Context: an optimization exercise on an open-source flow, tuned for small area and a short achievable clock period. The choices shown serve that exercise and are no tape-out recipe. In this exercise RTL edits were held to simulation tests only and were not proved equivalent to the original. The clock port is modelled as an ideal driver; clocking choices that lean on that would not hold on a real chip. No activity file was given, so power comes from the tool's default toggle rates.

==> flow/design.v, too long to show whole: its modules and the start of the top module <==
// module pe_mac: 1410 lines
// module pe_fa: 4 lines
// module pe_ha: 4 lines
module pe_mac #(
  parameter int WA       = 16,
  parameter int WB       = 16,
  parameter int ACCW     = 40,
  parameter int MULT_LAT = 1,
  parameter int ADD_LAT  = 0
) (
  input  logic                    clk,
  input  logic                    rst_n,
  input  logic                    in_valid,
  output logic                    in_ready,
  input  logic signed [WA-1:0]    a_in,
  input  logic signed [WB-1:0]    b_in,
  input  logic signed [ACCW-1:0]  psum_in,
  output logic                    out_valid,
  input  logic                    out_ready,
  output logic signed [WA-1:0]    a_out,
  output logic signed [WB-1:0]    b_out,
  output logic signed [ACCW-1:0]  psum_out
);
  // ...
==> flow/flow/run.sh <==
#!/bin/bash
# Own flow: the standard layout (standard.sh, unchanged synthesis) with
#  - the port buffers made of the smallest buffer cell (buf_1), and
#  - useful skew for the internal M registers (flow/skew.tcl, run as the
#    PRE_CTS_TCL hook: it wraps clock_tree_synthesis and delays the clock of
#    Ms/Mc, which have no path from an input or to an output).
set -euo pipefail
here=$(pwd)
export BUFFER_PORTS_ARGS="-buffer_cell sky130_fd_sc_hd__buf_1"
export PRE_CTS_TCL="$here/flow/skew.tcl"

export SKEW_CELLS="clkdlybuf4s25_1 clkbuf_4"
export CTS_ARGS="-sink_clustering_enable -repair_clock_nets -buf_list sky130_fd_sc_hd__clkbuf_8 -dont_use_dummy_load"
bash standard.sh > standard.log 2>&1
==> flow/flow/skew.tcl <==
# Useful skew for the register-to-register paths A,B -> M -> S: the clock of
# the M registers (Ms, Mc), whose D and Q pins connect only to other
# registers through logic, is delayed by a chain of clock buffers after CTS,
# so the multiply stage borrows time from the accumulate stage.
rename clock_tree_synthesis my_cts_orig
proc clock_tree_synthesis {args} {
  my_cts_orig {*}$args
  # buffer cells of the delay chain, from the tree's leaf net to the registers
  set cells [expr {[info exists ::env(SKEW_CELLS)] ? $::env(SKEW_CELLS) : "clkbuf_2 clkbuf_4"}]
  set groups [dict create]
  foreach inst [get_cells -quiet {Ms[* Mc[*}] {
    set pin [get_pins -of_objects $inst -filter "name==CLK"]
    set net [get_nets -of_objects $pin]
    dict lappend groups [get_full_name $net] [list $pin [sta::sta_to_db_inst $inst]]
  }
  set block [ord::get_db_block]
  set k 0
  dict for {netname items} $groups {
    set xs 0; set ys 0; set pins {}
    foreach it $items {
      lappend pins [lindex $it 0]
      set bb [[lindex $it 1] getBBox]
      set xs [expr {$xs + (([$bb xMin] + [$bb xMax]) / 2)}]; set ys [expr {$ys + (([$bb yMin] + [$bb yMax]) / 2)}]
    }
    set n [llength $pins]
    set dbu [$block getDbUnitsPerMicron]
    set loc [list [expr {$xs / $n / double($dbu)}] [expr {$ys / $n / double($dbu)}]]
    set cur $netname
    # a stronger last buffer for a large group keeps the clock pin slew low
    set big [expr {[info exists ::env(SKEW_BIG)] ? $::env(SKEW_BIG) : 6}]
    set chain $cells
    if {$n > $big} { set chain [lreplace $chain end end clkbuf_8] }
    set s 0
    foreach cell $chain {
      insert_buffer -buffer_cell sky130_fd_sc_hd__$cell -net $cur -load_pins $pins -location $loc \
        -buffer_name skewbuf_${k}_$s -net_name skewnet_${k}_$s
      incr s
      set cur [get_full_name [get_nets -of_objects [lindex $pins 0]]]
    }
    puts "skew: $n M register clock pins of $netname behind $chain"
    incr k
  }
}
==> flow/standard.sh <==
#!/bin/bash
# synth_recipe.tcl (not shown) runs the flow's synth.tcl, then flattens the netlist and writes it again
# the make line also repeats each setting of config.mk as NAME=value (left out here)
make -C /OpenROAD-flow-scripts/flow DESIGN_CONFIG=/design/flow/config.mk WORK_HOME=/design/flow/orfs CLKGATE_MAP_FILE= SYNTH_SCRIPT=/design/flow/synth_recipe.tcl "${@:-finish}"
==> flow/config.mk <==
export PLATFORM = sky130hd
export DESIGN_NAME = pe_mac
export DESIGN_NICKNAME = pe_mac
export VERILOG_FILES = /design/flow/design.v
export SDC_FILE = /design/flow/constraint.sdc
export NUM_CORES = 4
export LEC_CHECK = 0
export ABC_AREA = 1
export CAP_MARGIN = 20
export CORE_MARGIN = 2
export CORE_UTILIZATION = 55
export CTS_BUF_LIST = sky130_fd_sc_hd__clkbuf_8
export SETUP_SLACK_MARGIN = 3.0
export SLEW_MARGIN = 20
export SYNTH_HIERARCHICAL = 1
export SYNTH_MINIMUM_KEEP_SIZE = 0
==> flow/constraint.sdc <==
create_clock -name core_clock -period 6.0 [get_ports {clk}]
set_input_delay 1.2000 -clock core_clock [delete_from_list [all_inputs] [get_ports {clk}]]
set_output_delay 1.2000 -clock core_clock [all_outputs]
set_load 0.01 [all_outputs]
==> flow_summary.yaml, run 1 <==
run_status:
  status: "finished clean"
place:
  place_congestion: 0.909
  place_area_um2: 12800
  placedCellCount: 1692
cells_and_area:
  multi_input_area_um2: 7970
  design.seq.count: 178
  layout_common_cells: "nor2_1, dfxtp_1, buf_1"
  drive_gt1_share_pct: 11.9
synthesis:
  synth_area_per_cell_um2: 8.93
  synth_top_area_cell: "dfxtp_1"
  synth_top_cells_by_area: "dfxtp_1, fa_1, xnor2_1"
  synth_mux_area_share_pct: 0
worst_setup_path:
  r2r_start: "B[5]"
  crit_chain: "nor2_1 > nand2_1 > nand2_1 > inv_2 > o22ai_1 > fa_1 > fa_1 > fa_1 > fa_1"
  max_stage_delay_ns: 0.59
  path_depth: 9
  path_delay_family: "adder cells"
  crit_end: "Ms[20]"
route:
  routed_wl_um: 29900
  dr_wl_met3_um: 1520
  wire_per_inst_um: 17.0
grt:
  grt_pass1_vias: 9069
  met2_usage_pct: 43.8
  use_met3_pct: 4.04
  overflow: 0
  grtUsageTotal_pct: 26.9
power_and_ir_drop:
  pg_seq_mw: 1.63
timing:
  rsz0062_at_grt: "true"
  layout_min_cycle_time_ns: 2.95
  setup_ws_ns: 3.05
floorplanning:
  pin_count: 150
  taps: 275
clock_network:
  cts.clk_slew.worst_paths_ns: 0.07
==> run 2: changes to the inputs <==
--- a/flow/design.v
+++ b/flow/design.v
@@ -851,139 +851,139 @@
   assign pp7_10 = (bo7 & ax7_10) | (bt7 & ax7_9);
   assign pp7_11 = (bo7 & ax7_11) | (bt7 & ax7_10);
   assign pp7_12 = (bo7 & ax7_12) | (bt7 & ax7_11);
   assign pp7_13 = (bo7 & ax7_13) | (bt7 & ax7_12);
   assign pp7_14 = (bo7 & ax7_14) | (bt7 & ax7_13);
   assign pp7_15 = (bo7 & ax7_15) | (bt7 & ax7_14);
   assign pp7_16 = (bo7 & ax7_15) | (bt7 & ax7_15);
   assign ns7 = ~pp7_16;
-  pe_ha u_ha0 (.a(pp0_10), .b(pp1_8), .s(hs0), .co(hc0));
+  pe_ha u_ha0 (.a(bn5), .b(pp0_10), .s(hs0), .co(hc0));
   pe_ha u_ha1 (.a(pp0_11), .b(pp1_9), .s(hs1), .co(hc1));
-  pe_fa u_fa2 (.a(pp0_12), .b(pp1_10), .c(pp2_8), .s(fs2), .co(fc2));
-  pe_ha u_ha3 (.a(pp3_6), .b(pp4_4), .s(hs3), .co(hc3));
+  pe_fa u_fa2 (.a(bn6), .b(pp0_12), .c(pp1_10), .s(fs2), .co(fc2));
+  pe_ha u_ha3 (.a(pp2_8), .b(pp3_6), .s(hs3), .co(hc3));
   pe_fa u_fa4 (.a(pp0_13), .b(pp1_11), .c(pp2_9), .s(fs4), .co(fc4));
   pe_ha u_ha5 (.a(pp3_7), .b(pp4_5), .s(hs5), .co(hc5));
-  pe_fa u_fa6 (.a(pp0_14), .b(pp1_12), .c(pp2_10), .s(fs6), .co(fc6));
-  pe_fa u_fa7 (.a(pp3_8), .b(pp4_6), .c(pp5_4), .s(fs7), .co(fc7));
-  pe_ha u_ha8 (.a(pp6_2), .b(pp7_0), .s(hs8), .co(hc8));
+  pe_fa u_fa6 (.a(bn7), .b(pp0_14), .c(pp1_12), .s(fs6), .co(fc6));
+  pe_fa u_fa7 (.a(pp2_10), .b(pp3_8), .c(pp4_6), .s(fs7), .co(fc7));
+  pe_ha u_ha8 (.a(pp5_4), .b(pp6_2), .s(hs8), .co(hc8));
   pe_fa u_fa9 (.a(pp0_15), .b(pp1_13), .c(pp2_11), .s(fs9), .co(fc9));
   pe_fa u_fa10 (.a(pp3_9), .b(pp4_7), .c(pp5_5), .s(fs10), .co(fc10));
   pe_ha u_ha11 (.a(pp6_3), .b(pp7_1), .s(hs11), .co(hc11));
   pe_fa u_fa12 (.a(pp0_16), .b(pp1_14), .c(pp2_12), .s(fs12), .co(fc12));
   pe_fa u_fa13 (.a(pp3_10), .b(pp4_8), .c(pp5_6), .s(fs13), .co(fc13));
   pe_ha u_ha14 (.a(pp6_4), .b(pp7_2), .s(hs14), .co(hc14));
   pe_fa u_fa15 (.a(pp0_16), .b(pp1_15), .c(pp2_13), .s(fs15), .co(fc15));
   pe_fa u_fa16 (.a(pp3_11), .b(pp4_9), .c(pp5_7), .s(fs16), .co(fc16));
   pe_ha u_ha17 (.a(pp6_5), .b(pp7_3), .s(hs17), .co(hc17));
-  pe_fa u_fa18 (.a(ns0), .b(ns1), .c(pp2_14), .s(fs18), .co(fc18));
-  pe_fa u_fa19 (.a(pp3_12), .b(pp4_10), .c(pp5_8), .s(fs19), .co(fc19));
-  pe_ha u_ha20 (.a(pp6_6), .b(pp7_4), .s(hs20), .co(hc20));
-  pe_fa u_fa21 (.a(pp2_15), .b(pp3_13), .c(pp4_11), .s(fs21), .co(fc21));
-  pe_fa u_fa22 (.a(pp5_9), .b(pp6_7), .c(pp7_5), .s(fs22), .co(fc22));
-  pe_fa u_fa23 (.a(ns2), .b(pp3_14), .c(pp4_12), .s(fs23), .co(fc23));
-  pe_ha u_ha24 (.a(pp3_15), .b(pp4_13), .s(hs24), .co(hc24));
-  pe_ha u_ha25 (.a(pp0_6), .b(pp1_4), .s(hs25), .co(hc25));
+  pe_fa u_fa18 (.a(pp2_14), .b(pp3_12), .c(pp4_10), .s(fs18), .co(fc18));
+  pe_fa u_fa19 (.a(pp5_8), .b(pp6_6), .c(pp7_4), .s(fs19), .co(fc19));
+  pe_ha u_ha20 (.a(ns0), .b(ns1), .s(hs20), .co(hc20));
+  assign fs21 = 1'b1 ^ pp2_15 ^ pp3_13;
+  assign fc21 = (1'b1 & pp2_15) | (1'b1 & pp3_13) | (pp2_15 & pp3_13);
+  pe_fa u_fa22 (.a(pp4_11), .b(pp5_9), .c(pp6_7), .s(fs22), .co(fc22));
+  pe_fa u_fa23 (.a(pp3_14), .b(pp4_12), .c(pp5_10), .s(fs23), .co(fc23));
+  assign hs24 = 1'b1 ^ pp3_15;
+  assign hc24 = 1'b1 & pp3_15;
+  pe_ha u_ha25 (.a(bn3), .b(pp0_6), .s(hs25), .co(hc25));
   pe_ha u_ha26 (.a(pp0_7), .b(pp1_5), .s(hs26), .co(hc26));
-  pe_fa u_fa27 (.a(pp0_8), .b(pp1_6), .c(pp2_4), .s(fs27), .co(fc27));
-  pe_ha u_ha28 (.a(pp3_2), .b(pp4_0), .s(hs28), .co(hc28));
+  pe_fa u_fa27 (.a(bn4), .b(pp0_8), .c(pp1_6), .s(fs27), .co(fc27));
+  pe_ha u_ha28 (.a(pp2_4), .b(pp3_2), .s(hs28), .co(hc28));
   pe_fa u_fa29 (.a(pp0_9), .b(pp1_7), .c(pp2_5), .s(fs29), .co(fc29));
   pe_ha u_ha30 (.a(pp3_3), .b(pp4_1), .s(hs30), .co(hc30));
-  pe_fa u_fa31 (.a(pp2_6), .b(pp3_4), .c(pp4_2), .s(fs31), .co(fc31));
-  pe_fa u_fa32 (.a(pp5_0), .b(bn5), .c(hs0), .s(fs32), .co(fc32));
+  pe_fa u_fa31 (.a(pp1_8), .b(pp2_6), .c(pp3_4), .s(fs31), .co(fc31));
+  pe_fa u_fa32 (.a(pp4_2), .b(pp5_0), .c(hs0), .s(fs32), .co(fc32));
   pe_fa u_fa33 (.a(pp2_7), .b(pp3_5), .c(pp4_3), .s(fs33), .co(fc33));
-  pe_fa u_fa34 (.a(pp5_1), .b(hs1), .c(hc0), .s(fs34), .co(fc34));
-  pe_fa u_fa35 (.a(pp5_2), .b(pp6_0), .c(bn6), .s(fs35), .co(fc35));
-  pe_fa u_fa36 (.a(fs2), .b(hs3), .c(hc1), .s(fs36), .co(fc36));
-  pe_fa u_fa37 (.a(pp5_3), .b(pp6_1), .c(fs4), .s(fs37), .co(fc37));
-  pe_fa u_fa38 (.a(hs5), .b(fc2), .c(hc3), .s(fs38), .co(fc38));
-  pe_fa u_fa39 (.a(bn7), .b(fs6), .c(fs7), .s(fs39), .co(fc39));
-  pe_fa u_fa40 (.a(hs8), .b(fc4), .c(hc5), .s(fs40), .co(fc40));
-  pe_fa u_fa41 (.a(fs9), .b(fs10), .c(hs11), .s(fs41), .co(fc41));
-  pe_fa u_fa42 (.a(fc6), .b(fc7), .c(hc8), .s(fs42), .co(fc42));
-  pe_fa u_fa43 (.a(fs12), .b(fs13), .c(hs14), .s(fs43), .co(fc43));
-  pe_fa u_fa44 (.a(fc9), .b(fc10), .c(hc11), .s(fs44), .co(fc44));
-  pe_fa u_fa45 (.a(fs15), .b(fs16), .c(hs17), .s(fs45), .co(fc45));
-  pe_fa u_fa46 (.a(fc12), .b(fc13), .c(hc14), .s(fs46), .co(fc46));
-  pe_fa u_fa47 (.a(fs18), .b(fs19), .c(hs20), .s(fs47), .co(fc47));
-  pe_fa u_fa48 (.a(fc15), .b(fc16), .c(hc17), .s(fs48), .co(fc48));
-  assign fs49 = 1'b1 ^ fs21 ^ fs22;
-  assign fc49 = (1'b1 & fs21) | (1'b1 & fs22) | (fs21 & fs22);
-  pe_fa u_fa50 (.a(fc18), .b(fc19), .c(hc20), .s(fs50), .co(fc50));
-  pe_fa u_fa51 (.a(pp5_10), .b(pp6_8), .c(pp7_6), .s(fs51), .co(fc51));
-  pe_fa u_fa52 (.a(fs23), .b(fc21), .c(fc22), .s(fs52), .co(fc52));
-  pe_fa u_fa53 (.a(pp5_11), .b(pp6_9), .c(pp7_7), .s(fs53), .co(fc53));
-  assign fs54 = 1'b1 ^ hs24 ^ fc23;
-  assign fc54 = (1'b1 & hs24) | (1'b1 & fc23) | (hs24 & fc23);
-  pe_fa u_fa55 (.a(ns3), .b(pp4_14), .c(pp5_12), .s(fs55), .co(fc55));
-  pe_fa u_fa56 (.a(pp6_10), .b(pp7_8), .c(hc24), .s(fs56), .co(fc56));
-  pe_fa u_fa57 (.a(pp4_15), .b(pp5_13), .c(pp6_11), .s(fs57), .co(fc57));
-  assign hs58 = pp7_9 ^ 1'b1;
-  assign hc58 = pp7_9 & 1'b1;
-  pe_fa u_fa59 (.a(ns4), .b(pp5_14), .c(pp6_12), .s(fs59), .co(fc59));
-  pe_ha u_ha60 (.a(pp5_15), .b(pp6_13), .s(hs60), .co(hc60));
-  pe_ha u_ha61 (.a(pp0_4), .b(pp1_2), .s(hs61), .co(hc61));
+  pe_fa u_fa34 (.a(pp5_1), .b(hc0), .c(hs1), .s(fs34), .co(fc34));
+  pe_fa u_fa35 (.a(pp4_4), .b(pp5_2), .c(pp6_0), .s(fs35), .co(fc35));
+  pe_fa u_fa36 (.a(hc1), .b(hs3), .c(fs2), .s(fs36), .co(fc36));
+  pe_fa u_fa37 (.a(pp5_3), .b(pp6_1), .c(hc3), .s(fs37), .co(fc37));
+  pe_fa u_fa38 (.a(hs5), .b(fc2), .c(fs4), .s(fs38), .co(fc38));
+  pe_fa u_fa39 (.a(pp7_0), .b(hc5), .c(hs8), .s(fs39), .co(fc39));
+  pe_fa u_fa40 (.a(fc4), .b(fs6), .c(fs7), .s(fs40), .co(fc40));
+  pe_fa u_fa41 (.a(hc8), .b(hs11), .c(fc6), .s(fs41), .co(fc41));
+  pe_fa u_fa42 (.a(fc7), .b(fs9), .c(fs10), .s(fs42), .co(fc42));
+  pe_fa u_fa43 (.a(hc11), .b(hs14), .c(fc9), .s(fs43), .co(fc43));
+  pe_fa u_fa44 (.a(fc10), .b(fs12), .c(fs13), .s(fs44), .co(fc44));
+  pe_fa u_fa45 (.a(hc14), .b(hs17), .c(fc12), .s(fs45), .co(fc45));
+  pe_fa u_fa46 (.a(fc13), .b(fs15), .c(fs16), .s(fs46), .co(fc46));
+  pe_fa u_fa47 (.a(hc17), .b(fc15), .c(fc16), .s(fs47), .co(fc47));
+  pe_fa u_fa48 (.a(hs20), .b(fs18), .c(fs19), .s(fs48), .co(fc48));
+  pe_fa u_fa49 (.a(pp7_5), .b(hc20), .c(fc18), .s(fs49), .co(fc49));
+  pe_fa u_fa50 (.a(fc19), .b(fs21), .c(fs22), .s(fs50), .co(fc50));
+  pe_fa u_fa51 (.a(pp6_8), .b(pp7_6), .c(ns2), .s(fs51), .co(fc51));
+  pe_fa u_fa52 (.a(fc21), .b(fc22), .c(fs23), .s(fs52), .co(fc52));
+  pe_fa u_fa53 (.a(pp4_13), .b(pp5_11), .c(pp6_9), .s(fs53), .co(fc53));
+  pe_fa u_fa54 (.a(pp7_7), .b(hs24), .c(fc23), .s(fs54), .co(fc54));
+  pe_fa u_fa55 (.a(pp4_14), .b(pp5_12), .c(pp6_10), .s(fs55), .co(fc55));
+  pe_fa u_fa56 (.a(pp7_8), .b(ns3), .c(hc24), .s(fs56), .co(fc56));
+  assign fs57 = 1'b1 ^ pp4_15 ^ pp5_13;
+  assign fc57 = (1'b1 & pp4_15) | (1'b1 & pp5_13) | (pp4_15 & pp5_13);
+  pe_ha u_ha58 (.a(pp6_11), .b(pp7_9), .s(hs58), .co(hc58));
+  pe_fa u_fa59 (.a(pp5_14), .b(pp6_12), .c(pp7_10), .s(fs59), .co(fc59));
+  assign hs60 = 1'b1 ^ pp5_15;
+  assign hc60 = 1'b1 & pp5_15;
+  pe_ha u_ha61 (.a(bn2), .b(pp0_4), .s(hs61), .co(hc61));
   pe_ha u_ha62 (.a(pp0_5), .b(pp1_3), .s(hs62), .co(hc62));
-  pe_fa u_fa63 (.a(pp2_2), .b(pp3_0), .c(bn3), .s(fs63), .co(fc63));
-  pe_fa u_fa64 (.a(pp2_3), .b(pp3_1), .c(hs26), .s(fs64), .co(fc64));
-  pe_fa u_fa65 (.a(bn4), .b(fs27), .c(hs28), .s(fs65), .co(fc65));
-  pe_fa u_fa66 (.a(fs29), .b(hs30), .c(fc27), .s(fs66), .co(fc66));
-  pe_fa u_fa67 (.a(fs31), .b(fs32), .c(fc29), .s(fs67), .co(fc67));
-  pe_fa u_fa68 (.a(fs33), .b(fs34), .c(fc31), .s(fs68), .co(fc68));
-  pe_fa u_fa69 (.a(fs35), .b(fs36), .c(fc33), .s(fs69), .co(fc69));
-  pe_fa u_fa70 (.a(fs37), .b(fs38), .c(fc35), .s(fs70), .co(fc70));
-  pe_fa u_fa71 (.a(fs39), .b(fs40), .c(fc37), .s(fs71), .co(fc71));
-  pe_fa u_fa72 (.a(fs41), .b(fs42), .c(fc39), .s(fs72), .co(fc72));
-  pe_fa u_fa73 (.a(fs43), .b(fs44), .c(fc41), .s(fs73), .co(fc73));
-  pe_fa u_fa74 (.a(fs45), .b(fs46), .c(fc43), .s(fs74), .co(fc74));
-  pe_fa u_fa75 (.a(fs47), .b(fs48), .c(fc45), .s(fs75), .co(fc75));
-  pe_fa u_fa76 (.a(fs49), .b(fs50), .c(fc47), .s(fs76), .co(fc76));
-  pe_fa u_fa77 (.a(fs51), .b(fs52), .c(fc49), .s(fs77), .co(fc77));
-  pe_fa u_fa78 (.a(fs53), .b(fs54), .c(fc51), .s(fs78), .co(fc78));
-  pe_fa u_fa79 (.a(fs55), .b(fs56), .c(fc53), .s(fs79), .co(fc79));
-  pe_fa u_fa80 (.a(fs57), .b(hs58), .c(fc55), .s(fs80), .co(fc80));
-  pe_fa u_fa81 (.a(pp7_10), .b(fs59), .c(fc57), .s(fs81), .co(fc81));
-  assign fs82 = pp7_11 ^ 1'b1 ^ hs60;
-  assign fc82 = (pp7_11 & 1'b1) | (pp7_11 & hs60) | (1'b1 & hs60);
-  pe_fa u_fa83 (.a(ns5), .b(pp6_14), .c(pp7_12), .s(fs83), .co(fc83));
-  pe_ha u_ha84 (.a(pp6_15), .b(pp7_13), .s(hs84), .co(hc84));
-  pe_ha u_ha85 (.a(pp0_2), .b(pp1_0), .s(hs85), .co(hc85));
+  pe_fa u_fa63 (.a(pp1_4), .b(pp2_2), .c(pp3_0), .s(fs63), .co(fc63));
+  pe_fa u_fa64 (.a(pp2_3), .b(pp3_1), .c(hc25), .s(fs64), .co(fc64));
+  pe_fa u_fa65 (.a(pp4_0), .b(hc26), .c(hs28), .s(fs65), .co(fc65));
+  pe_fa u_fa66 (.a(hc28), .b(hs30), .c(fc27), .s(fs66), .co(fc66));
+  pe_fa u_fa67 (.a(hc30), .b(fc29), .c(fs31), .s(fs67), .co(fc67));
+  pe_fa u_fa68 (.a(fc31), .b(fs33), .c(fc32), .s(fs68), .co(fc68));
+  pe_fa u_fa69 (.a(fc33), .b(fs35), .c(fc34), .s(fs69), .co(fc69));
+  pe_fa u_fa70 (.a(fc35), .b(fs37), .c(fc36), .s(fs70), .co(fc70));
+  pe_fa u_fa71 (.a(fc37), .b(fs39), .c(fc38), .s(fs71), .co(fc71));
+  pe_fa u_fa72 (.a(fc39), .b(fs41), .c(fc40), .s(fs72), .co(fc72));
+  pe_fa u_fa73 (.a(fc41), .b(fs43), .c(fc42), .s(fs73), .co(fc73));
+  pe_fa u_fa74 (.a(fc43), .b(fs45), .c(fc44), .s(fs74), .co(fc74));
+  pe_fa u_fa75 (.a(fc45), .b(fs47), .c(fc46), .s(fs75), .co(fc75));
+  pe_fa u_fa76 (.a(fc47), .b(fs49), .c(fc48), .s(fs76), .co(fc76));
+  pe_fa u_fa77 (.a(fs51), .b(fc49), .c(fc50), .s(fs77), .co(fc77));
+  pe_fa u_fa78 (.a(fs53), .b(fc51), .c(fs54), .s(fs78), .co(fc78));
+  pe_fa u_fa79 (.a(fc53), .b(fs55), .c(fs56), .s(fs79), .co(fc79));
+  pe_fa u_fa80 (.a(hs58), .b(fc55), .c(fs57), .s(fs80), .co(fc80));
+  pe_fa u_fa81 (.a(ns4), .b(hc58), .c(fc57), .s(fs81), .co(fc81));
+  pe_fa u_fa82 (.a(pp6_13), .b(pp7_11), .c(hs60), .s(fs82), .co(fc82));
+  pe_fa u_fa83 (.a(pp6_14), .b(pp7_12), .c(ns5), .s(fs83), .co(fc83));
+  assign hs84 = 1'b1 ^ pp6_15;
+  assign hc84 = 1'b1 & pp6_15;
+  pe_ha u_ha85 (.a(bn1), .b(pp0_2), .s(hs85), .co(hc85));
   pe_ha u_ha86 (.a(pp0_3), .b(pp1_1), .s(hs86), .co(hc86));
-  pe_fa u_fa87 (.a(pp2_0), .b(bn2), .c(hs61), .s(fs87), .co(fc87));
-  pe_fa u_fa88 (.a(pp2_1), .b(hs62), .c(hc61), .s(fs88), .co(fc88));
-  pe_fa u_fa89 (.a(hs25), .b(fs63), .c(hc62), .s(fs89), .co(fc89));
-  pe_fa u_fa90 (.a(hc25), .b(fs64), .c(fc63), .s(fs90), .co(fc90));
-  pe_fa u_fa91 (.a(hc26), .b(fs65), .c(fc64), .s(fs91), .co(fc91));
-  pe_fa u_fa92 (.a(hc28), .b(fs66), .c(fc65), .s(fs92), .co(fc92));
-  pe_fa u_fa93 (.a(hc30), .b(fs67), .c(fc66), .s(fs93), .co(fc93));
-  pe_fa u_fa94 (.a(fc32), .b(fs68), .c(fc67), .s(fs94), .co(fc94));
-  pe_fa u_fa95 (.a(fc34), .b(fs69), .c(fc68), .s(fs95), .co(fc95));
-  pe_fa u_fa96 (.a(fc36), .b(fs70), .c(fc69), .s(fs96), .co(fc96));
-  pe_fa u_fa97 (.a(fc38), .b(fs71), .c(fc70), .s(fs97), .co(fc97));
-  pe_fa u_fa98 (.a(fc40), .b(fs72), .c(fc71), .s(fs98), .co(fc98));
-  pe_fa u_fa99 (.a(fc42), .b(fs73), .c(fc72), .s(fs99), .co(fc99));
-  pe_fa u_fa100 (.a(fc44), .b(fs74), .c(fc73), .s(fs100), .co(fc100));
-  pe_fa u_fa101 (.a(fc46), .b(fs75), .c(fc74), .s(fs101), .co(fc101));
-  pe_fa u_fa102 (.a(fc48), .b(fs76), .c(fc75), .s(fs102), .co(fc102));
-  pe_fa u_fa103 (.a(fc50), .b(fs77), .c(fc76), .s(fs103), .co(fc103));
-  pe_fa u_fa104 (.a(fc52), .b(fs78), .c(fc77), .s(fs104), .co(fc104));
+  pe_fa u_fa87 (.a(pp1_2), .b(pp2_0), .c(hs61), .s(fs87), .co(fc87));
+  pe_fa u_fa88 (.a(pp2_1), .b(hc61), .c(hs62), .s(fs88), .co(fc88));
+  pe_fa u_fa89 (.a(hc62), .b(hs25), .c(fs63), .s(fs89), .co(fc89));
+  pe_fa u_fa90 (.a(hs26), .b(fc63), .c(fs64), .s(fs90), .co(fc90));
+  pe_fa u_fa91 (.a(fs27), .b(fc64), .c(fs65), .s(fs91), .co(fc91));
+  pe_fa u_fa92 (.a(fs29), .b(fc65), .c(fs66), .s(fs92), .co(fc92));
+  pe_fa u_fa93 (.a(fc66), .b(fs32), .c(fs67), .s(fs93), .co(fc93));
+  pe_fa u_fa94 (.a(fs34), .b(fc67), .c(fs68), .s(fs94), .co(fc94));
+  pe_fa u_fa95 (.a(fs36), .b(fc68), .c(fs69), .s(fs95), .co(fc95));
+  pe_fa u_fa96 (.a(fs38), .b(fc69), .c(fs70), .s(fs96), .co(fc96));
+  pe_fa u_fa97 (.a(fs40), .b(fc70), .c(fs71), .s(fs97), .co(fc97));
+  pe_fa u_fa98 (.a(fs42), .b(fc71), .c(fs72), .s(fs98), .co(fc98));
+  pe_fa u_fa99 (.a(fs44), .b(fc72), .c(fs73), .s(fs99), .co(fc99));
+  pe_fa u_fa100 (.a(fs46), .b(fc73), .c(fs74), .s(fs100), .co(fc100));
+  pe_fa u_fa101 (.a(fs48), .b(fc74), .c(fs75), .s(fs101), .co(fc101));
+  pe_fa u_fa102 (.a(fs50), .b(fc75), .c(fs76), .s(fs102), .co(fc102));
+  pe_fa u_fa103 (.a(fs52), .b(fc76), .c(fs77), .s(fs103), .co(fc103));
+  pe_fa u_fa104 (.a(fc52), .b(fc77), .c(fs78), .s(fs104), .co(fc104));
   pe_fa u_fa105 (.a(fc54), .b(fs79), .c(fc78), .s(fs105), .co(fc105));
   pe_fa u_fa106 (.a(fc56), .b(fs80), .c(fc79), .s(fs106), .co(fc106));
-  pe_fa u_fa107 (.a(hc58), .b(fs81), .c(fc80), .s(fs107), .co(fc107));
-  pe_fa u_fa108 (.a(fc59), .b(fs82), .c(fc81), .s(fs108), .co(fc108));
+  pe_fa u_fa107 (.a(fs59), .b(fs81), .c(fc80), .s(fs107), .co(fc107));
+  pe_fa u_fa108 (.a(fc59), .b(fc81), .c(fs82), .s(fs108), .co(fc108));
   pe_fa u_fa109 (.a(hc60), .b(fs83), .c(fc82), .s(fs109), .co(fc109));
-  assign fs110 = 1'b1 ^ hs84 ^ fc83;
-  assign fc110 = (1'b1 & hs84) | (1'b1 & fc83) | (hs84 & fc83);
-  pe_fa u_fa111 (.a(ns6), .b(pp7_14), .c(hc84), .s(fs111), .co(fc111));
-  assign hs112 = pp7_15 ^ 1'b1;
-  assign hc112 = pp7_15 & 1'b1;
+  pe_fa u_fa110 (.a(pp7_13), .b(hs84), .c(fc83), .s(fs110), .co(fc110));
+  pe_fa u_fa111 (.a(pp7_14), .b(ns6), .c(hc84), .s(fs111), .co(fc111));
+  assign hs112 = 1'b1 ^ pp7_15;
+  assign hc112 = 1'b1 & pp7_15;
   logic [31:0] ms_d, mc_d, Ms, Mc;
-  assign ms_d[0] = pp0_0;
+  assign ms_d[0] = bn0;
   assign ms_d[1] = pp0_1;
-  assign ms_d[2] = bn1;
+  assign ms_d[2] = pp1_0;
   assign ms_d[3] = hs86;
   assign ms_d[4] = fs87;
   assign ms_d[5] = fs88;
   assign ms_d[6] = fs89;
   assign ms_d[7] = fs90;
   assign ms_d[8] = fs91;
   assign ms_d[9] = fs92;
   assign ms_d[10] = fs93;
@@ -1003,17 +1003,17 @@
   assign ms_d[24] = fs107;
   assign ms_d[25] = fs108;
   assign ms_d[26] = fs109;
   assign ms_d[27] = fs110;
   assign ms_d[28] = fs111;
   assign ms_d[29] = hs112;
   assign ms_d[30] = ns7;
   assign ms_d[31] = 1'b0;
-  assign mc_d[0] = bn0;
+  assign mc_d[0] = pp0_0;
   assign mc_d[1] = 1'b0;
   assign mc_d[2] = hs85;
   assign mc_d[3] = hc85;
   assign mc_d[4] = hc86;
   assign mc_d[5] = fc87;
   assign mc_d[6] = fc88;
   assign mc_d[7] = fc89;
   assign mc_d[8] = fc90;
==> flow_summary.yaml, run 2 <==
grt:
  grtUsageTotal_pct: 28.3
  grt_pass1_vias: 9070
  met1_usage_pct: 42.2
  busiest_layer: "met1"
  met2_usage_pct: 41.7
  use_met3_pct: 5.00
  grt_pass1_wl_um: 48900
  antenna_found_initial: 0
  overflow: 0
  grt_max_degree: 83
worst_setup_path:
  crit_required_ns: 6.69
  crit_type: "flip-flop to flip-flop"
  arrival_ns: 3.62
  crit_fanout: 12
  start_kind: "flip-flop"
  end_kind: "flip-flop"
route:
  vias: 9420
  firstDrtPassIters: 5
  wire_per_inst_um: 17.9
  drt-initial-drc-count: 626
  drc: 0
  ant_nets: 0
  drt-vias-per-instance: 5.36
  routed_wl_um: 31400
synthesis:
  synth_top_cell_area_share_pct: 29.9
  synth_area_per_cell_um2: 8.98
  synth_top_area_cell: "dfxtp_1"
  synth.distinct_cells: 40
  synth-seq-area-share_pct: 29.9
  yosysMostFrequentCell: "nor2_1"
  syn-cell-area_um2: 11900
  yosys-top-cells-count: "nor2_1, dfxtp_1, xnor2_1"
  synthFlopType: "dfxtp_1"
  synth_top_cells_by_area: "dfxtp_1, fa_1, xnor2_1"
  synth_edf_count: 0
  ys_warn_count: 7
  ys_seq_elements: 178
  synthCells: 1328
  async_flop_share_pct: 0
  synth.net_count: 1588
cells_and_area:
  reg_top3: "P (40), S (40), Ms (31)"
  layout_common_cells: "nor2_1, dfxtp_1, buf_1"
  drive_gt1_share_pct: 11.7
  area_growth_pct: 14.3
  num_antenna_cells: 0
  num-nets-final: 1746
  stdcell_count: 1759
  layout_commonest_cell: "nor2_1"
power_and_ir_drop:
  seq_power_share_pct: 31.8
  clkPwrFrac_pct: 18.0
  combPwrFrac_pct: 50.2
  leakage_nw: 5.68
  swShare_pct: 42.1
  p_int_mw: 3.01
  power_density_nw_per_um2: 381
  peakVddDrop_v: 0.000203
  p_sw_mw: 2.19
clock_network:
  cts.clk_slew.worst_paths_ns: 0.08
  cts_buffers: 17
  cts_tree: "yes"
  clock-sinks: 178
  clk_latency_ns: 0.84
  postCtsHoldBufs: 0
floorplanning:
  pin_count: 150
  die-area_um2: 22900
  die_w_um: 151
  initial_utilization_pct: 56.4
  core_um2: 21200
  die_h_um: 151
  rows: 53
timing:
  setup_viol: 0
  fin_tns_setup_ns: 0
  fin_hold_ws_ns: 0.150
  rsz0062_at_grt: "true"
  clock_skew_ns: 0.424
  slew_violations: 0
  fmax_mhz: 341
  period_share_pct: 48.9
  tightestPinTransition_ns: 0.868
  hold_viol: 0
  slew_headroom_pct: 42.1
  layout_min_cycle_time_ns: 2.94
place:
  place_congestion: 0.930
  hpwl_um: 23200
  numPortBuffers: 149
  placedCellCount: 1679
min_path:
  hp-class: "flip-flop to flip-flop"
run:
  cap_violations: 0
run_status:
  status: "finished clean"
-- run 2: modules after synthesis (local to each module, per instance) --
module  cells inside  cell area [um2]  times used  flip-flops and latches
pe_mac          1221             9920           1                     178
pe_fa              1             20.0          89                       0
pe_ha              1             12.5          18                       0
-- run 2: per-layer routing --
layer  up-vias  share of wire [%]
li1       4667                  -
met1      4410                 48
met2       296                 43
met3        47                7.0
met4         0                2.8
met5         -                  0
-- run 2: timing repair --
action / 4_1_cts / 5_1_grt
gates cloned: 0 / 2
pin swaps: 0 / 7
buffers inserted: 5 / 30
gates resized for setup: 27 / 49
setup endpoints to repair: 42 / 32
-- run 2: layout make-up, clock buffers not listed --
class | count | area [um2]
timing repair buffer | 189 | 896
timing repair inverter | 2 | 12.5
inverter | 107 | 459
fill | 1908 | 7520
sequential | 178 | 3600
multi-input combinational | 965 | 7830
tap | 275 | 344
-- run 2: stage by stage --
step	area [um2]	setup slack (ns)	util [%]	power, mW
floorplan	12000	3.00	-	3.50
global placement	12500	2.14	59.2	4.02
detailed placement	12500	2.05	59.2	4.06
CTS	13100	2.96	62.1	5.07
global route	13600	2.99	64.5	5.71
finish	13600	3.06	64.5	5.20
-- run 2: cell families after synthesis --
logic type / Yosys count / share of synthesized area [%]
AO/OA/AOI/OAI: 283 / 13.7
flip-flops: 178 / 29.9
XOR/XNOR: 135 / 9.91
adder cells (fa/ha/maj): 184 / 27.0
buffers and inverters: 185 / 6.49
AND/OR/NAND/NOR: 363 / 13.0
-- run 2: path summary, 6_finish.rpt --
path         startpoint  endpoint  slack (ns)  cells past startpoint
min reg2reg        B[1]     Ms[0]        0.15                      0
min                B[1]     Ms[0]        0.15                      0
max                B[2]    Ms[13]        3.06                      7
max reg2reg        B[2]    Ms[13]        3.06                      7
-- run 2: critical path, cell delays in order (launching register included) --
cell and delay [ns]:
dfxtp_1 0.43, ha_1 0.40, clkinvlp_4 0.25, o22ai_1 0.30
fa_1 0.48, fa_1 0.40, fa_1 0.51, fa_1 0.40
-- run 2: power groups by stage --
| stage | combinational, mW | clock (mW) | sequential, mW |
|---|---|---|---|
| 6_report | 2.61 | 0.936 | 1.65 |
| 5_1_grt | 3.00 | 1.02 | 1.68 |
| 4_1_cts | 2.44 | 0.970 | 1.66 |
| 3_5_place_dp | 2.37 | 0 | 1.68 |
| 3_3_place_gp | 2.34 | 0 | 1.68 |
| 2_1_floorplan | 1.87 | 0 | 1.63 |
==> run 3: changes to the inputs <==
--- a/flow/config.mk
+++ b/flow/config.mk
@@ -10,7 +10,8 @@
 export CORE_MARGIN = 2
 export CORE_UTILIZATION = 55
 export CTS_BUF_LIST = sky130_fd_sc_hd__clkbuf_8
-export SETUP_SLACK_MARGIN = 3.0
+export SETUP_SLACK_MARGIN = 3.2
 export SLEW_MARGIN = 20
 export SYNTH_HIERARCHICAL = 1
 export SYNTH_MINIMUM_KEEP_SIZE = 0
+export TNS_END_PERCENT = 10
==> flow_summary.yaml, run 3 <==
place:
  place_area_um2: 12800
  hpwl_um: 24500
  numPortBuffers: 149
  place_congestion: 0.945
clock_network:
  cts.clk_slew.worst_paths_ns: 0.09
  clk_latency_ns: 0.86
  clock-sinks: 178
  cts_tree: "yes"
  cts_buffers: 17
  postCtsHoldBufs: 0
min_path:
  hp-class: "flip-flop to flip-flop"
worst_setup_path:
  crit_chain: "fa_1 > ha_4 > nand2_4 > nor2_2 > nand3_1 > nand2_2 > nand2_4 > nand2_8 > inv_4 > fa_2 > nor2_1"
  arrival_ns: 3.17
  max_stage_delay_ns: 0.50
  path_common_cell: "nand2_4"
  start_kind: "flip-flop"
  crit_type: "flip-flop to flip-flop"
  path_delay_family: "adder cells"
  crit_fanout: 4
  crit_required_ns: 6.32
  cp_num_buf_inv: 1
  end_kind: "flip-flop"
  slowest_stage: "fa_1"
route:
  drc: 0
  wire_per_inst_um: 19.1
  drt-initial-drc-count: 575
  drt-vias-per-instance: 5.51
  firstDrtPassIters: 7
  vias: 9640
  ant_nets: 0
  routed_wl_um: 33400
grt:
  antenna_found_initial: 0
  use_met3_pct: 7.92
  busiest_layer: "met2"
  grtUsageTotal_pct: 30.2
  met1_usage_pct: 42.3
  met2_usage_pct: 46.4
  grt_pass1_vias: 9436
  grt_pass1_wl_um: 51400
  overflow: 0
  grt_max_degree: 72
timing:
  fin_tns_setup_ns: 0
  fmax_mhz: 351
  tightestPinTransition_ns: 0.911
  hold_viol: 0
  clock_skew_ns: 0.458
  slew_violations: 0
  slew_headroom_pct: 38.6
  period_share_pct: 47.5
  setup_viol: 0
  rsz0062_at_grt: "true"
  layout_min_cycle_time_ns: 2.85
synthesis:
  yosys-top-cells-count: "nor2_1, dfxtp_1, xnor2_1"
  syn-cell-area_um2: 11900
  synth.distinct_cells: 40
  synth_top_area_cell: "dfxtp_1"
  synthCells: 1328
  synthFlopType: "dfxtp_1"
  synth_area_per_cell_um2: 8.98
  yosysMostFrequentCell: "nor2_1"
  async_flop_share_pct: 0
  synth_top_cell_area_share_pct: 29.9
  synth_edf_count: 0
  synth_top_cells_by_area: "dfxtp_1, fa_1, xnor2_1"
  ys_seq_elements: 178
  ys_warn_count: 7
  synth-seq-area-share_pct: 29.9
  synth.net_count: 1588
floorplanning:
  die_w_um: 151
  die_h_um: 151
  core_um2: 21200
  pin_count: 150
  die-area_um2: 22900
  rows: 53
  initial_utilization_pct: 56.4
power_and_ir_drop:
  peakVddDrop_v: 0.000197
  power_density_nw_per_um2: 383
  leakage_nw: 5.71
cells_and_area:
  multi_input_area_um2: 8070
  final_area_um2: 13800
  reg_top3: "P (40), S (40), Ms (31)"
  layout_commonest_cell: "nor2_1"
  num_antenna_cells: 0
  layout_common_cells: "nor2_1, buf_1, dfxtp_1"
  regArea_um2: 3630
  num-nets-final: 1737
  area_growth_pct: 15.8
  drive_gt1_share_pct: 15.3
  fill_cells: 1835
run:
  cap_violations: 0
run_status:
  status: "finished clean"
## run 3: final timing paths
check | from | endpoint | slack, ns | cells past startpoint
worst min-delay path | B[1] | Ms[0] | 0.26 | 1
worst max register to register | Ms[5] | S[16] | 3.15 | 11
worst min register to register | B[1] | Ms[0] | 0.26 | 1
worst max-delay path | Ms[5] | S[16] | 3.15 | 11
## run 3: repair_timing
item	in CTS	in global routing
setup endpoints to repair	79	53
pin swaps	15	12
buffers inserted	15	15
gates resized for setup	50	53
cloned	0	2
## run 3: per-layer routing
layer  up-vias  wire length [um]
met3        43              2470
met2       335             14600
met1      4609             15500
met5         -                 0
met4         0               794
li1       4653                 -
## run 3: stage by stage
stage / power (mW) / instances / util (%) / setup WS (ns) / hold slack, ns
after floorplan: 3.55 / 1328 / - / 3.11 / 0.390
after global placement: 4.06 / 1679 / 60.4 / 1.99 / 0.392
after detailed placement: 4.12 / 1679 / 60.4 / 1.86 / 0.399
after CTS: 5.20 / 1733 / 64.1 / 3.15 / 0.246
after global routing: 5.76 / 1750 / 65.3 / 3.05 / 0.251
final: 5.30 / 1750 / 65.3 / 3.15 / 0.261
## run 3: kinds of logic (layout without fill, tap and decap cells)
family                   after synthesis  after routing  share of synthesized area [%]
XOR/XNOR                             135            135                           9.91
buffers and inverters                185            332                           6.49
AND/OR/NAND/NOR                      363            363                           13.0
flip-flops                           178            178                           29.9
AO/OA/AOI/OAI                        283            283                           13.7
adder cells (fa/ha/maj)              184            184                           27.0
## run 3: power by group
part	internal (mW)	total [mW]	switching, mW
clock network	0.452	0.907	0.455
registers	1.46	1.65	0.196
logic	1.12	2.74	1.62
total	3.03	5.30	2.27
## run 3: cell type report, clock buffers not listed
class | count | share of cell area [%]
sequential | 178 | 26.3
multi-input combinational | 965 | 58.4
timing repair buffer | 184 | 6.26
timing repair inverter | 2 | 0.0906
tap | 275 | 2.49
inverter | 107 | 3.24
## run 3: modules after synthesis, one instance, submodules excluded
module / copies in the design / cells / cell area [um2] / flops+latches
pe_fa: 89 / 1 / 20.0 / 0
pe_mac: 1 / 1221 / 9920 / 178
pe_ha: 18 / 1 / 12.5 / 0
==> run 4: changes to the inputs <==
--- a/flow/config.mk
+++ b/flow/config.mk
@@ -10,8 +10,8 @@
 export CORE_MARGIN = 2
 export CORE_UTILIZATION = 55
 export CTS_BUF_LIST = sky130_fd_sc_hd__clkbuf_8
-export SETUP_SLACK_MARGIN = 3.2
+export SETUP_SLACK_MARGIN = 3.1
 export SLEW_MARGIN = 20
 export SYNTH_HIERARCHICAL = 1
 export SYNTH_MINIMUM_KEEP_SIZE = 0
-export TNS_END_PERCENT = 10
+export TNS_END_PERCENT = 20
==> flow_summary.yaml, run 4 <==
run_status:
  status: "finished clean"
floorplanning:
  die_h_um: 151
  core_um2: 21200
  pin_count: 150
  initial_utilization_pct: 56.4
  rows: 53
  die-area_um2: 22900
  die_w_um: 151
clock_network:
  clock-sinks: 178
  cts.clk_slew.worst_paths_ns: 0.07
  postCtsHoldBufs: 0
  clk_latency_ns: 0.87
  cts_tree: "yes"
  cts_buffers: 17
cells_and_area:
  layout_common_cells: "nor2_1, dfxtp_1, buf_1"
  fill_cells: 1872
  final_util_pct: 63.8
  area_growth_pct: 13.1
  drive_gt1_share_pct: 11.6
  reg_top3: "P (40), S (40), Ms (31)"
  num_antenna_cells: 0
  layout_commonest_cell: "nor2_1"
  num-nets-final: 1718
place:
  hpwl_um: 23400
  dpl_worst_slack_ns: 2.24
  numPortBuffers: 149
  place_congestion: 0.985
route:
  routed_wl_um: 31500
  ant_nets: 0
  vias: 9458
  wire_per_inst_um: 18.2
  drt-initial-drc-count: 651
  drc: 0
  drt-vias-per-instance: 5.46
  firstDrtPassIters: 5
grt:
  grt_pass1_vias: 8871
  antenna_found_initial: 0
  grt_pass1_wl_um: 48300
  grtUsageTotal_pct: 28.3
  grt_max_degree: 72
  overflow: 0
synthesis:
  yosys-top-cells-count: "nor2_1, dfxtp_1, xnor2_1"
  synth_top_area_cell: "dfxtp_1"
  synth_top_cells_by_area: "dfxtp_1, fa_1, xnor2_1"
  synthFlopType: "dfxtp_1"
  synth_area_per_cell_um2: 8.98
  syn-cell-area_um2: 11900
  synth_top_cell_area_share_pct: 29.9
  synth.net_count: 1588
  ys_warn_count: 7
  synth.distinct_cells: 40
  yosysMostFrequentCell: "nor2_1"
  synth_edf_count: 0
  async_flop_share_pct: 0
  synth-seq-area-share_pct: 29.9
  synthCells: 1328
  ys_seq_elements: 178
worst_setup_path:
  r2r_start: "B[9]"
  r2r_setup_slack_ns: 3.09
  max_stage_delay_ns: 0.57
  path_common_cell: "fa_1"
  crit_fanout: 22
  rr_endpoint: "Ms[18]"
  end_kind: "flip-flop"
  crit_required_ns: 6.69
  crit_type: "flip-flop to flip-flop"
  arrival_ns: 3.60
  worstRegToRegCells: 7
  slowest_stage: "dfxtp_4"
  crit_chain: "ha_1 > inv_2 > o22ai_1 > fa_1 > fa_1 > fa_1 > fa_1"
  cp_num_buf_inv: 1
  start_kind: "flip-flop"
  path_delay_family: "adder cells"
run:
  cap_violations: 0
timing:
  period_share_pct: 48.5
  tightestPinTransition_ns: 0.782
  clock_skew_ns: 0.452
  fin_hold_ws_ns: 0.175
  fin_tns_setup_ns: 0
  setup_ws_ns: 3.09
  hold_viol: 0
  slew_headroom_pct: 47.8
  setup_viol: 0
  layout_min_cycle_time_ns: 2.91
  rsz0062_at_grt: "true"
  slew_violations: 0
  fmax_mhz: 344
power_and_ir_drop:
  clkPwrFrac_pct: 17.3
  p_sw_mw: 2.23
  leakage_nw: 5.59
  total_power_mw: 5.23
  peakVddDrop_v: 0.000197
  power_density_nw_per_um2: 388
  p_int_mw: 3.00
  seq_power_share_pct: 31.4
  combPwrFrac_pct: 51.3
  swShare_pct: 42.6
min_path:
  hp-class: "flip-flop to flip-flop"
  min_from: "B[3]"
  hold_end: "Ms[2]"
  holdPathStages: 2
## run 4: cell counts after synthesis
Identical to the previous run, type by type.
## run 4: worst max path at each step
stage                from  endpoint  slack, ns  depth (start not counted)
finish               B[9]    Ms[18]       3.09                          7
global route         B[9]    Ms[18]       3.02                          9
CTS                 Ms[9]     S[17]       3.06                         12
detailed placement  rst_n     S[22]       2.24                          9
global placement     B[0]    Ms[16]       2.37                          7
floorplan            B[3]    Ms[15]       3.07                          8
## run 4: area by class of cell, clock buffers not listed
class	count	area (um2)	area share (%)
Tap cell	275	344	2.55
Inverter	107	427	3.16
Multi-Input combinational cell	965	7920	58.7
Sequential cell	178	3610	26.8
Timing Repair Buffer	169	746	5.53
## run 4: per-layer routing
metal,vias up,GRT usage [%],part of all wire [%]
met5,-,0,0
met4,0,7.10,1.5
met3,31,5.93,7.6
met2,356,42.3,44
met1,4456,42.0,47
li1,4615,-,-
## run 4: per-module statistics from Yosys, one instance, submodules excluded
| module | cells inside | cell area [um2] | copies in the design | flip-flops and latches |
|---|---|---|---|---|
| pe_ha | 1 | 12.5 | 18 | 0 |
| pe_fa | 1 | 20.0 | 89 | 0 |
| pe_mac | 1221 | 9920 | 1 | 178 |
## run 4: metrics by stage
| step | instances | instance area (um2) |
|---|---|---|
| global placement | 1679 | 12700 |
| detailed placement | 1679 | 12700 |
| floorplan | 1328 | 12200 |
| finish | 1731 | 13500 |
| CTS | 1721 | 13200 |
| global route | 1731 | 13500 |
## run 4: power groups by stage
stage / combinational [mW] / sequential [mW] / clock (mW)
global route: 3.07 / 1.67 / 0.978
CTS: 2.50 / 1.65 / 0.929
floorplan: 1.90 / 1.63 / 0
global placement: 2.38 / 1.68 / 0
finish: 2.69 / 1.64 / 0.904
detailed placement: 2.43 / 1.68 / 0
## run 4: cells by family (layout without fill, tap and decap cells)
| kind of cell | Yosys count | in the layout | synth area share [%] |
|---|---|---|---|
| AO/OA/AOI/OAI | 283 | 283 | 13.7 |
| XOR/XNOR | 135 | 135 | 9.91 |
| adder cells (fa/ha/maj) | 184 | 184 | 27.0 |
| buffers and inverters | 185 | 313 | 6.49 |
| flip-flops | 178 | 178 | 29.9 |
| AND/OR/NAND/NOR | 363 | 363 | 13.0 |
## run 4: repair_timing
item	in CTS	in global routing
hold endpoints to repair	0	0
setup buffers	5	10
resized for setup	25	42
endpoints found under the setup margin	40	35
pin swaps	1	14
## run 4: worst min-delay path, cell delays in order, from the launching register on
cell and delay, ns:
dfxtp_4 0.40, nand2_1 0.10, o21ai_0 0.07

==> re-timing with driven ports <==
In the flow no input, the clock included, has a driving cell. The finished layouts below were timed again as built, in two steps.
Step 1 (the two cells are an assumption about what drives the block):
set clk [get_ports {clk}]
set_driving_cell -lib_cell sky130_fd_sc_hd__clkbuf_16 $clk
set_driving_cell -lib_cell sky130_fd_sc_hd__buf_2 [delete_from_list [all_inputs] $clk]
Step 2, shift: input delay + t, output delay - t, t = (earliest + latest rising clock arrival at the registers) / 2. This alone moves slack from input paths to output paths.
a / b / c = no drivers / after step 1 / after step 2; a / b = the first two.
| run | t (ns) | setup WS [ns] | clock arrival spread, ns | pins driven straight from the clock port |
|---|---|---|---|---|
| run 1 | 0.677 | 3.051 / 3.051 / 2.614 | 0.442 / 0.443 | 1 |
| run 2 | 0.671 | 3.065 / 3.065 / 2.562 | 0.447 / 0.446 | 1 |
| run 3 | 0.675 | 3.150 / 3.150 / 2.506 | 0.468 / 0.468 | 1 |
| run 4 | 0.684 | 3.090 / 3.090 / 2.632 | 0.452 / 0.452 | 1 |
Clock arrivals are far apart in every run listed, so t is only a midpoint there and step 2 fits no single register. The setup slack of run 3, which loses most, moves by 0.000 ns with the drivers and by -0.644 ns with both steps.
